From an optimization exercise on the open Yosys and OpenROAD flow, aimed at small area, a short achievable clock period and few clock cycles; shortcuts taken in it are not production practice.
The RTL was checked by simulation tests, not by an equivalence proof against the original design.

==> v2 <==
Design milestone1, start of the top module:
module milestone1 (
	input  logic        CLOCK_50_I,
	input  logic        resetn,
	input  logic        M1_en,
	output logic        M1_end,
	output logic [17:0] SRAM_address,
	input  logic [15:0] SRAM_read_data,
	output logic [15:0] SRAM_write_data,
	output logic        SRAM_we_n
);
Settings: LEC_CHECK=0, CAP_MARGIN=20, CORE_MARGIN=2, CORE_UTILIZATION=40, CTS_CLUSTER_DIAMETER=100, CTS_CLUSTER_SIZE=25, SLEW_MARGIN=20; clock period 13.0 ns.
standard.sh (not shown) runs the stock make flow with config.mk's settings and CLKGATE_MAP_FILE= SYNTH_SCRIPT=/design/flow/synth_recipe.tcl, a recipe that flattens the netlist after the stock synthesis.
==> flow/flow/run.sh <==
#!/bin/bash
# The standard layout (standard.sh, unchanged synthesis and steps), with the
# timing repair after CTS and global routing asked to reach 9 ns of setup slack
# at the design's clock period, using only gate sizing, pin swaps and buffering
# (no gate cloning, no buffer removal). The full make output, which holds every
# tool's output, goes to layout.log here; ORFS keeps each step's log under orfs/logs.
set -euo pipefail
bash standard.sh SETUP_SLACK_MARGIN=9 SKIP_GATE_CLONING=1 SETUP_MOVE_SEQUENCE=sizeup,swap,buffer finish > layout.log 2>&1
==> v12 (differences from v2) <==
--- a/flow/design.v
+++ b/flow/design.v
@@ -19,18 +19,17 @@
 logic [17:0] ra;        
 logic [7:0] UW [0:5];
 logic [7:0] VW [0:5];
 logic [7:0] SU, SV, NV;
 logic [7:0] YH, YL;         
 logic [22:0] T;             
 logic [7:0] PX;             
 logic [7:0] PGU, PGV;       
-logic [10:0] PRBa, PRBb, PGa, PGb;    
-logic        PRBc, PGc;             
+logic [10:0] PRB, PG;       
 logic [7:0] IP;             
 logic [7:0] EB;             
 wire [7:0] rh = SRAM_read_data[15:8];
 wire [7:0] rl = SRAM_read_data[7:0];
 wire clamp  = (gcnt >= 7'd78);
 wire last_g = (gcnt == 7'd79);
 wire rowend9;    
 wire [7:0] t0 = isel_v ? VW[0] : UW[0];
@@ -386,17 +385,17 @@
 wire rb_153 = rb_109 ^ rb_108 ^ ~XR[7];
 wire rb_154 = (rb_109 & rb_108) | (rb_109 & ~XR[7]) | (rb_108 & ~XR[7]);
 wire rb_155 = rb_111 ^ rb_70 ^ rb_110;
 wire rb_156 = (rb_111 & rb_70) | (rb_111 & rb_110) | (rb_70 & rb_110);
 wire rb_157 = T[22] ^ PX[7] ^ rb_112;
 wire rb_158 = (T[22] & PX[7]) | (T[22] & rb_112) | (PX[7] & rb_112);
 wire [26:0] rb_a = {1'b1, 1'b1, rb_157, rb_155, rb_153, rb_151, rb_149, rb_147, rb_145, rb_143, rb_141, rb_139, rb_137, rb_135, rb_133, rb_131, rb_129, rb_127, rb_125, rb_123, rb_121, rb_119, rb_117, rb_115, rb_113, PX[1], PX[0]};
 wire [26:0] rb_b = {1'b0, rb_158, rb_156, rb_154, rb_152, rb_150, rb_148, rb_146, rb_144, rb_142, rb_140, rb_138, rb_136, rb_134, rb_132, rb_130, rb_128, rb_126, rb_124, rb_122, rb_120, rb_118, rb_116, rb_114, PX[1], PX[0], 1'b0};
-wire [16:0] rb_lo = {1'b0, rb_a[15:0]} + {1'b0, rb_b[15:0]};
+wire [26:0] RBs = rb_a + rb_b;
 wire g_1 = T[13] ^ PGU[2];
 wire g_2 = T[13] & PGU[2];
 wire g_3 = T[14] ^ PGU[3] ^ PGV[2];
 wire g_4 = (T[14] & PGU[3]) | (T[14] & PGV[2]) | (PGU[3] & PGV[2]);
 wire g_5 = T[15] ^ PGU[4] ^ PGV[3];
 wire g_6 = (T[15] & PGU[4]) | (T[15] & PGV[3]) | (PGU[4] & PGV[3]);
 wire g_7 = T[16] ^ PGU[5] ^ PGV[4];
 wire g_8 = (T[16] & PGU[5]) | (T[16] & PGV[4]) | (PGU[5] & PGV[4]);
@@ -537,26 +536,24 @@
 wire g_143 = g_101 ^ g_100 ^ 1'b1;
 wire g_144 = (g_101 & g_100) | (g_101 & 1'b1) | (g_100 & 1'b1);
 wire g_145 = g_103 ^ g_102 ^ 1'b1;
 wire g_146 = (g_103 & g_102) | (g_103 & 1'b1) | (g_102 & 1'b1);
 wire g_147 = T[22] ^ g_104;
 wire g_148 = T[22] & g_104;
 wire [26:0] g_a = {1'b1, 1'b1, g_147, g_145, g_143, g_141, g_139, g_137, g_135, g_133, g_131, g_129, g_127, g_125, g_123, g_121, g_119, g_117, g_115, g_113, g_111, g_109, g_107, g_105, T[0], ~PGV[1], ~PGV[0]};
 wire [26:0] g_b = {1'b0, g_148, g_146, g_144, g_142, g_140, g_138, g_136, g_134, g_132, g_130, g_128, g_126, g_124, g_122, g_120, g_118, g_116, g_114, g_112, g_110, g_108, g_106, ~PGV[3], ~PGV[2], 1'b0, 1'b1};
-wire [16:0] g_lo = {1'b0, g_a[15:0]} + {1'b0, g_b[15:0]};
+wire [26:0] Gs = g_a + g_b;
 always_ff @(posedge CLOCK_50_I) begin
-	PRBa <= rb_a[26:16]; PRBb <= rb_b[26:16]; PRBc <= rb_lo[16];
-	PGa  <= g_a[26:16];  PGb  <= g_b[26:16];  PGc  <= g_lo[16];
+	PRB <= RBs[26:16];
+	PG  <= Gs[26:16];
 end
 function automatic [7:0] clip(input logic [10:0] x);
 	clip = x[10] ? 8'd0 : (|x[9:8]) ? 8'd255 : x[7:0];
 endfunction
-wire [10:0] PRB = PRBa + PRBb + {10'd0, PRBc};
-wire [10:0] PG  = PGa + PGb + {10'd0, PGc};
 wire [7:0] cRB = clip(PRB);
 wire [7:0] cG  = clip(PG);
 logic [4:0] nph;
 always_comb begin
 	case (ph)
 		5'd9:  nph = ((last_g && !nob) || fs) ? 5'd10 : 5'd0;
 		5'd15: nph = 5'd7;
 		default: nph = ph + 5'd1;
==> flow/config.mk (replaced) <==
export PLATFORM = sky130hd
export DESIGN_NAME = milestone1
export DESIGN_NICKNAME = milestone1
export VERILOG_FILES = /design/flow/design.v
export SDC_FILE = /design/flow/constraint.sdc
export NUM_CORES = 4
export LEC_CHECK = 0
export CAP_MARGIN = 20
export CORE_MARGIN = 2
export CORE_UTILIZATION = 40
export SLEW_MARGIN = 20
==> results.txt <==
	v2	v12
Worst-margin pin slew	1.07 ns	1.03 ns
Overall die height	241 µm	241 µm
Nets	2442	2531
Half-perimeter wire length after placement	39.7 mm	38.6 mm
Status	no timing/DRC/antenna violations	no timing/DRC/antenna violations
Adder and majority cell fraction of the synthesized area	25.3%	25.2%
Slowest stage delay, CP	0.54 ns	0.61 ns
Count of H-tree levels built during CTS	1	2
Worst-case reg-to-reg path depth	17	15
Weighted congestion at the end of routability-driven global placement	0.866	0.891
Post-synthesis average cell area	11.2 µm²	11.1 µm²
Non-clock inverter instance count of the final layout	351	349
Antenna violations before repair	1	0
Inserted Diodes	1	0
Worst reg2reg path startpoint	S3[0]	PGV[3]
Total met2 wirelength after detailed routing	24.1 mm	24.4 mm
Met3 Track Usage GR	1.98%	2.87%
Testbench counts of v2, summed over its fixed seeds: cycles 1,164,996.
Testbench counts of v12, summed over its fixed seeds: cycles 1,164,996.

========
==> inputs of trial 53 <==
Another version of the RTL of milestone1 (not shown whole).
clock: 13.0 ns
lec_check: 0
cap_margin: 20
core_margin: 2
core_utilization: 40
slew_margin: 20
run.sh (not shown) runs the stock make flow with config.mk's settings and CLKGATE_MAP_FILE= SYNTH_SCRIPT=/design/flow/synth_recipe.tcl, a recipe that flattens the netlist after the stock synthesis.
Stock flow here: none of the scripts above is used.
==> trial 70 (differences from trial 53) <==
--- a/flow/design.v
+++ b/flow/design.v
@@ -7,32 +7,31 @@
 	input  logic [15:0] SRAM_read_data,
 	output logic [15:0] SRAM_write_data,
 	output logic        SRAM_we_n
 );
 localparam logic [17:0] UBASE = 18'd38400;
 localparam logic [17:0] VOFS  = 18'd19200;
 localparam logic [17:0] RGBBASE = 18'd146944;
-logic [3:0]  ph;
+logic [4:0]  ph;
 logic        run, first, rs;
-logic        isel_v, selR;
+logic        isel_v, selR, selB;
 logic [6:0]  gcnt;      
 logic [15:0] ya;        
 logic [17:0] ca;        
 logic [17:0] ra;        
 logic [7:0] UW [0:5];
 logic [7:0] VW [0:5];
 logic [7:0] SU, SV;
 logic [7:0] YH, YL;         
 logic [22:0] T;             
 logic [7:0] PX;             
 logic [7:0] PGU, PGV;       
 logic [7:0] EB;             
 wire [7:0] rh = SRAM_read_data[15:8];
 wire [7:0] rl = SRAM_read_data[7:0];
-wire active = run | M1_en;
 wire clamp  = (gcnt >= 7'd78);
 wire last_g = (gcnt == 7'd79);
 wire [7:0] t0 = isel_v ? VW[0] : UW[0];
 wire [7:0] t1 = isel_v ? VW[1] : UW[1];
 wire [7:0] t2 = isel_v ? VW[2] : UW[2];
 wire [7:0] t3 = isel_v ? VW[3] : UW[3];
 wire [7:0] t4 = isel_v ? VW[4] : UW[4];
@@ -185,15 +184,15 @@
 wire q_140 = (q_109 & q_108) | (q_109 & 1'b1) | (q_108 & 1'b1);
 wire q_141 = S3[8] ^ q_84 ^ q_110;
 wire q_142 = (S3[8] & q_84) | (S3[8] & q_110) | (q_84 & q_110);
 wire [15:0] q_a = {q_141, q_139, q_137, q_135, q_133, q_131, q_129, q_127, q_125, q_123, q_121, q_119, q_117, q_115, q_113, q_111};
 wire [15:0] q_b = {q_140, q_138, q_136, q_134, q_132, q_130, q_128, q_126, q_124, q_122, q_120, q_118, q_116, q_114, q_112, 1'b1};
 wire [15:0] isum = q_a + q_b;
 wire [7:0] ip = isum[15:8];
-wire [7:0] TY = (ph == 4'd9 || ph == 4'd3) ? YH : YL;
+wire [7:0] TY = (ph == 5'd9 || ph == 5'd3) ? YH : YL;
 wire ty_1 = TY[7] ^ TY[5];
 wire ty_2 = TY[7] & TY[5];
 wire ty_3 = TY[6] ^ TY[4];
 wire ty_4 = TY[6] & TY[4];
 wire ty_5 = TY[7] ^ TY[5];
 wire ty_6 = TY[7] & TY[5];
 wire ty_7 = TY[4] ^ TY[2];
@@ -238,15 +237,15 @@
 wire ty_46 = TY[6] & 1'b1;
 wire ty_47 = TY[7] ^ 1'b1;
 wire ty_48 = TY[7] & 1'b1;
 wire [22:0] ty_a = {1'b1, ty_47, ty_45, ty_43, ty_41, ty_39, ty_37, ty_35, ty_33, ty_31, ty_29, ty_27, ty_25, ty_23, TY[1], TY[0], ~TY[6], ~TY[5], ~TY[4], ~TY[3], ~TY[2], ~TY[1], ~TY[0]};
 wire [22:0] ty_b = {ty_48, ty_46, ty_44, ty_42, ty_40, ty_38, ty_36, ty_34, ty_32, ty_30, ty_28, ty_26, ty_24, 1'b1, 1'b1, ~TY[7], 1'b0, 1'b0, 1'b0, 1'b0, 1'b0, 1'b0, 1'b1};
 wire [22:0] Tn = ty_a + ty_b;
 wire [7:0] XR = PX & {8{selR}};
-wire [7:0] XB = PX & {8{~selR}};
+wire [7:0] XB = PX & {8{selB}};
 wire rb_1 = T[5] ^ PX[7];
 wire rb_2 = T[5] & PX[7];
 wire rb_3 = T[15] ^ PX[0];
 wire rb_4 = T[15] & PX[0];
 wire rb_5 = T[2] ^ PX[4];
 wire rb_6 = T[2] & PX[4];
 wire rb_7 = T[3] ^ PX[5] ^ PX[4];
@@ -293,24 +292,24 @@
 wire rb_48 = (XB[5] & ~XR[0]) | (XB[5] & 1'b1) | (~XR[0] & 1'b1);
 wire rb_49 = T[14] ^ XR[5] ^ XR[4];
 wire rb_50 = (T[14] & XR[5]) | (T[14] & XR[4]) | (XR[5] & XR[4]);
 wire rb_51 = XB[6] ^ ~XR[1] ^ 1'b1;
 wire rb_52 = (XB[6] & ~XR[1]) | (XB[6] & 1'b1) | (~XR[1] & 1'b1);
 wire rb_53 = rb_3 ^ XR[6] ^ XR[5];
 wire rb_54 = (rb_3 & XR[6]) | (rb_3 & XR[5]) | (XR[6] & XR[5]);
-wire rb_55 = XB[7] ^ ~XR[2] ^ ~selR;
-wire rb_56 = (XB[7] & ~XR[2]) | (XB[7] & ~selR) | (~XR[2] & ~selR);
+wire rb_55 = XB[7] ^ selB ^ ~XR[2];
+wire rb_56 = (XB[7] & selB) | (XB[7] & ~XR[2]) | (selB & ~XR[2]);
 wire rb_57 = T[16] ^ PX[1] ^ XR[7];
 wire rb_58 = (T[16] & PX[1]) | (T[16] & XR[7]) | (PX[1] & XR[7]);
 wire rb_59 = XR[6] ^ rb_4 ^ ~XR[3];
 wire rb_60 = (XR[6] & rb_4) | (XR[6] & ~XR[3]) | (rb_4 & ~XR[3]);
 wire rb_61 = T[17] ^ PX[2] ^ XR[7];
 wire rb_62 = (T[17] & PX[2]) | (T[17] & XR[7]) | (PX[2] & XR[7]);
-wire rb_63 = XR[4] ^ selR;
-wire rb_64 = ~(XR[4] | selR);
+wire rb_63 = selB ^ ~XR[4];
+wire rb_64 = selB & ~XR[4];
 wire rb_65 = T[18] ^ PX[3];
 wire rb_66 = T[18] & PX[3];
 wire rb_67 = T[19] ^ PX[4];
 wire rb_68 = T[19] & PX[4];
 wire rb_69 = T[20] ^ PX[5];
 wire rb_70 = T[20] & PX[5];
 wire rb_71 = T[1] ^ PX[3];
@@ -347,16 +346,16 @@
 wire rb_102 = (rb_57 & rb_59) | (rb_57 & rb_54) | (rb_59 & rb_54);
 wire rb_103 = rb_61 ^ rb_63 ^ rb_58;
 wire rb_104 = (rb_61 & rb_63) | (rb_61 & rb_58) | (rb_63 & rb_58);
 wire rb_105 = rb_65 ^ rb_62 ^ rb_64;
 wire rb_106 = (rb_65 & rb_62) | (rb_65 & rb_64) | (rb_62 & rb_64);
 wire rb_107 = rb_67 ^ rb_66 ^ ~XR[6];
 wire rb_108 = (rb_67 & rb_66) | (rb_67 & ~XR[6]) | (rb_66 & ~XR[6]);
-wire rb_109 = rb_69 ^ rb_68 ^ ~XR[7];
-wire rb_110 = (rb_69 & rb_68) | (rb_69 & ~XR[7]) | (rb_68 & ~XR[7]);
+wire rb_109 = rb_69 ^ selB ^ rb_68;
+wire rb_110 = (rb_69 & selB) | (rb_69 & rb_68) | (selB & rb_68);
 wire rb_111 = T[21] ^ PX[6] ^ selR;
 wire rb_112 = (T[21] & PX[6]) | (T[21] & selR) | (PX[6] & selR);
 wire rb_113 = T[0] ^ PX[2];
 wire rb_114 = T[0] & PX[2];
 wire rb_115 = rb_71 ^ PX[2] ^ XB[0];
 wire rb_116 = (rb_71 & PX[2]) | (rb_71 & XB[0]) | (PX[2] & XB[0]);
 wire rb_117 = rb_73 ^ XB[1] ^ rb_72;
@@ -391,16 +390,16 @@
 wire rb_146 = (rb_101 & rb_56) | (rb_101 & rb_100) | (rb_56 & rb_100);
 wire rb_147 = rb_103 ^ rb_60 ^ rb_102;
 wire rb_148 = (rb_103 & rb_60) | (rb_103 & rb_102) | (rb_60 & rb_102);
 wire rb_149 = rb_105 ^ rb_104 ^ ~XR[5];
 wire rb_150 = (rb_105 & rb_104) | (rb_105 & ~XR[5]) | (rb_104 & ~XR[5]);
 wire rb_151 = rb_107 ^ rb_106 ^ 1'b1;
 wire rb_152 = (rb_107 & rb_106) | (rb_107 & 1'b1) | (rb_106 & 1'b1);
-wire rb_153 = rb_109 ^ rb_108 ^ ~selR;
-wire rb_154 = (rb_109 & rb_108) | (rb_109 & ~selR) | (rb_108 & ~selR);
+wire rb_153 = rb_109 ^ rb_108 ^ ~XR[7];
+wire rb_154 = (rb_109 & rb_108) | (rb_109 & ~XR[7]) | (rb_108 & ~XR[7]);
 wire rb_155 = rb_111 ^ rb_70 ^ rb_110;
 wire rb_156 = (rb_111 & rb_70) | (rb_111 & rb_110) | (rb_70 & rb_110);
 wire rb_157 = T[22] ^ PX[7] ^ rb_112;
 wire rb_158 = (T[22] & PX[7]) | (T[22] & rb_112) | (PX[7] & rb_112);
 wire [26:0] rb_a = {1'b1, 1'b1, rb_157, rb_155, rb_153, rb_151, rb_149, rb_147, rb_145, rb_143, rb_141, rb_139, rb_137, rb_135, rb_133, rb_131, rb_129, rb_127, rb_125, rb_123, rb_121, rb_119, rb_117, rb_115, rb_113, PX[1], PX[0]};
 wire [26:0] rb_b = {1'b0, rb_158, rb_156, rb_154, rb_152, rb_150, rb_148, rb_146, rb_144, rb_142, rb_140, rb_138, rb_136, rb_134, rb_132, rb_130, rb_128, rb_126, rb_124, rb_122, rb_120, rb_118, rb_116, rb_114, PX[1], PX[0], 1'b0};
 wire [26:0] RBs = rb_a + rb_b;
@@ -556,109 +555,114 @@
 wire [26:0] g_b = {1'b0, g_148, g_146, g_144, g_142, g_140, g_138, g_136, g_134, g_132, g_130, g_128, g_126, g_124, g_122, g_120, g_118, g_116, g_114, g_112, g_110, g_108, g_106, ~PGV[3], ~PGV[2], 1'b0, 1'b1};
 wire [26:0] Gs = g_a + g_b;
 function automatic [7:0] clip(input logic [26:0] x);
 	clip = x[26] ? 8'd0 : (|x[25:24]) ? 8'd255 : x[23:16];
 endfunction
 wire [7:0] cRB = clip(RBs);
 wire [7:0] cG  = clip(Gs);
-logic [3:0] nph;
+logic [4:0] nph;
 always_comb begin
 	case (ph)
-		4'd8:  nph = last_g ? 4'd10 : 4'd9;
-		4'd9:  nph = 4'd0;
-		4'd13: nph = 4'd9;
-		4'd14: nph = 4'd10;
-		default: nph = ph + 4'd1;
+		5'd8:  nph = last_g ? 5'd10 : 5'd9;
+		5'd9:  nph = 5'd0;
+		5'd16: nph = 5'd9;
+		default: nph = ph + 5'd1;
 	endcase
 end
-wire frame_done = (ph == 4'd8) && last_g && (&SRAM_address);
+wire frame_done = (ph == 5'd8) && last_g && (&SRAM_address);
 always_ff @(posedge CLOCK_50_I or negedge resetn) begin
 	if (!resetn) begin
-		ph <= 4'd14;
+		ph <= 5'd10;
 		run <= 1'b0;
 		first <= 1'b1;
 		rs <= 1'b0;
 		isel_v <= 1'b0;
 		selR <= 1'b0;
+		selB <= 1'b0;
 		M1_end <= 1'b0;
 		gcnt <= 7'd0;
-		ya <= 16'd1;
+		ya <= 16'd0;
 		ca <= UBASE;
 		ra <= RGBBASE;
-		SRAM_address <= 18'd0;
+		SRAM_address <= UBASE + VOFS;
 		SRAM_we_n <= 1'b1;
-	end else if (active && !M1_end) begin
-		run <= 1'b1;
-		isel_v <= (nph == 4'd0) || (nph == 4'd4);
-		selR <= (nph == 4'd1) || (nph == 4'd2) || (nph == 4'd5) || (nph == 4'd6);
-		if (ph == 4'd11) first <= 1'b0;
-		if (ph == 4'd13) rs <= 1'b1;
-		else if (ph == 4'd0) rs <= 1'b0;
+	end else begin
+		if (M1_en) run <= 1'b1;
+		if (run && !M1_end) begin
+		isel_v <= (nph == 5'd0) || (nph == 5'd4);
+		selR <= (nph == 5'd1) || (nph == 5'd2) || (nph == 5'd5) || (nph == 5'd6);
+		selB <= !((nph == 5'd1) || (nph == 5'd2) || (nph == 5'd5) || (nph == 5'd6));
+		if (ph == 5'd14) first <= 1'b0;
+		if (ph == 5'd16) rs <= 1'b1;
+		else if (ph == 5'd0) rs <= 1'b0;
 		if (frame_done) begin
 			M1_end <= 1'b1;
 			SRAM_we_n <= 1'b1;
 		end else begin
 			ph <= nph;
-			if (ph == 4'd8) gcnt <= last_g ? 7'd0 : gcnt + 7'd1;
+			if (ph == 5'd8) gcnt <= last_g ? 7'd0 : gcnt + 7'd1;
 			SRAM_we_n <= 1'b1;
 			case (nph)
-				4'd5, 4'd9: begin
+				5'd5, 5'd9, 5'd12: begin
 					SRAM_address <= {2'b0, ya};
-					ya <= ya + 16'd1;
+					if (nph != 5'd12 || first) ya <= ya + 16'd1;
 				end
-				4'd2, 4'd3, 4'd4, 4'd6, 4'd7, 4'd8: begin
+				5'd2, 5'd3, 5'd4, 5'd6, 5'd7, 5'd8: begin
 					SRAM_address <= ra;
 					ra <= ra + 18'd1;
 					SRAM_we_n <= 1'b0;
 				end
-				4'd0: begin
+				5'd0: begin
 					SRAM_address <= ca;
 				end
-				4'd11, 4'd13: begin
+				5'd11, 5'd15: begin
 					SRAM_address <= ca;
 					ca <= ca + 18'd1;
 				end
 				default: begin  
 					SRAM_address <= ca + VOFS;
-					if (nph == 4'd1 && !clamp) ca <= ca + 18'd1;
+					if (nph == 5'd1 && !clamp) ca <= ca + 18'd1;
 				end
 			endcase
 		end
+		end
 	end
 end
+wire u_sh = (ph == 5'd2) || (ph == 5'd6) || (ph == 5'd13) || (ph == 5'd14) || (ph == 5'd15) || (ph == 5'd16) ||
+            ((ph == 5'd9 || ph == 5'd0) && rs);
+wire u_rh = ((ph == 5'd2) && !clamp) || (ph == 5'd13) || (ph == 5'd9);
+wire u_su = ((ph == 5'd6) && !clamp) || (ph == 5'd16) || (ph == 5'd0);
+wire v_sh = (ph == 5'd3) || (ph == 5'd7) || (ph == 5'd12) || (ph == 5'd13) || (ph == 5'd14) || (ph == 5'd15) ||
+            (ph == 5'd16) || ((ph == 5'd9) && rs);
+wire v_rh = ((ph == 5'd3) && !clamp) || (ph == 5'd12) || (ph == 5'd16);
+wire v_sv = ((ph == 5'd7) && !clamp) || (ph == 5'd15) || (ph == 5'd9);
 always_ff @(posedge CLOCK_50_I) begin
-	if (ph == 4'd1 || ph == 4'd7 || (ph == 4'd11 && first)) begin
+	if (ph == 5'd1 || ph == 5'd7 || (ph == 5'd14 && first)) begin
 		YH <= rh; YL <= rl;
 	end
 	case (ph)
-		4'd1, 4'd5: SRAM_write_data <= {cRB, cG};
-		4'd2, 4'd6: SRAM_write_data <= {EB, cRB};
+		5'd1, 5'd5: SRAM_write_data <= {cRB, cG};
+		5'd2, 5'd6: SRAM_write_data <= {EB, cRB};
 		default:    SRAM_write_data <= {cG, cRB};
 	endcase
-	if (ph == 4'd0 || ph == 4'd4) EB <= cRB;
+	if (ph == 5'd0 || ph == 5'd4) EB <= cRB;
 	case (ph)
-		4'd9, 4'd3: begin T <= Tn; PX <= UW[2]; end
-		4'd0, 4'd4: begin PX <= VW[2]; PGU <= UW[2]; PGV <= VW[2]; end
-		4'd1, 4'd5: begin T <= Tn; PX <= ip; PGV <= ip; end
-		4'd2, 4'd6: begin PX <= ip; PGU <= ip; end
+		5'd9, 5'd3: begin T <= Tn; PX <= UW[2]; end
+		5'd0, 5'd4: begin PX <= VW[2]; PGU <= UW[2]; PGV <= VW[2]; end
+		5'd1, 5'd5: begin T <= Tn; PX <= ip; PGV <= ip; end
+		5'd2, 5'd6: begin PX <= ip; PGU <= ip; end
 		default: ;
 	endcase
-	if (ph == 4'd2 || ph == 4'd6) begin
+	if (u_sh) begin
 		UW[0] <= UW[1]; UW[1] <= UW[2]; UW[2] <= UW[3]; UW[3] <= UW[4]; UW[4] <= UW[5];
-		if (!clamp) UW[5] <= (ph == 4'd2) ? rh : SU;
-		if (ph == 4'd2) SU <= rl;
-	end else if (ph == 4'd13) begin
-		UW[0] <= rh; UW[1] <= rh; UW[2] <= rh; UW[3] <= rl;
-	end else if (ph == 4'd0 && rs) begin
-		UW[4] <= rh; UW[5] <= rl;
+		if (u_rh) UW[5] <= rh;
+		else if (u_su) UW[5] <= SU;
 	end
-	if (ph == 4'd3 || ph == 4'd7) begin
+	if (u_rh) SU <= rl;
+	if (v_sh) begin
 		VW[0] <= VW[1]; VW[1] <= VW[2]; VW[2] <= VW[3]; VW[3] <= VW[4]; VW[4] <= VW[5];
-		if (!clamp) VW[5] <= (ph == 4'd3) ? rh : SV;
-		if (ph == 4'd3) SV <= rl;
-	end else if (ph == 4'd12) begin
-		VW[0] <= rh; VW[1] <= rh; VW[2] <= rh; VW[3] <= rl;
-	end else if (ph == 4'd9 && rs) begin
-		VW[4] <= rh; VW[5] <= rl;
+		if (v_rh) VW[5] <= rh;
+		else if (v_sv) VW[5] <= SV;
 	end
+	if (v_rh) SV <= rl;
 end
 endmodule
==> summary of the runs <==
Against trial 53, the synthesized cell count of trial 70 is smaller by about 11%. Die area: trial 53 is higher than trial 70 (about 4.6%). Hold slack is about the same in trial 53 and trial 70. In trial 53 the count of clock-buffer cells in the layout is higher than in trial 70, by 6. Against trial 53, the sequential share of layout area of trial 70 is higher by 1.8 points.
Testbench counts of trial 53, summed over its fixed seeds: cycles 1,157,766.
Testbench counts of trial 70, summed over its fixed seeds: cycles 1,162,086.

## static timing again, ports no longer ideal
In the flow no input, the clock included, has a driving cell. The finished layouts below were timed again as built, in two steps.
Step 1: set_driving_cell puts a clkbuf_16 on CLOCK_50_I and a buf_2 on each other input, an assumption about the parent block.
Step 2 times the ports against the registers' clock, not the clock port: input delays grow and output delays shrink by t, the midpoint of the rising clock arrivals with the driver on.
Slacks: ideal ports / drivers / drivers and shift; pairs: ideal ports / drivers.
run | t, ns | slack for setup (ns) | worst setup path at the end
v2 | 0.615 | 8.946 / 8.946 / 8.946 | register to register
v12 | 0.607 | 8.806 / 8.806 / 8.806 | register to register
trial 53 | 0.612 | 7.306 / 7.306 / 7.306 | register to register
trial 70 | 0.585 | 7.328 / 7.328 / 7.328 | register to register
After both steps setup and hold are still met in every run listed.
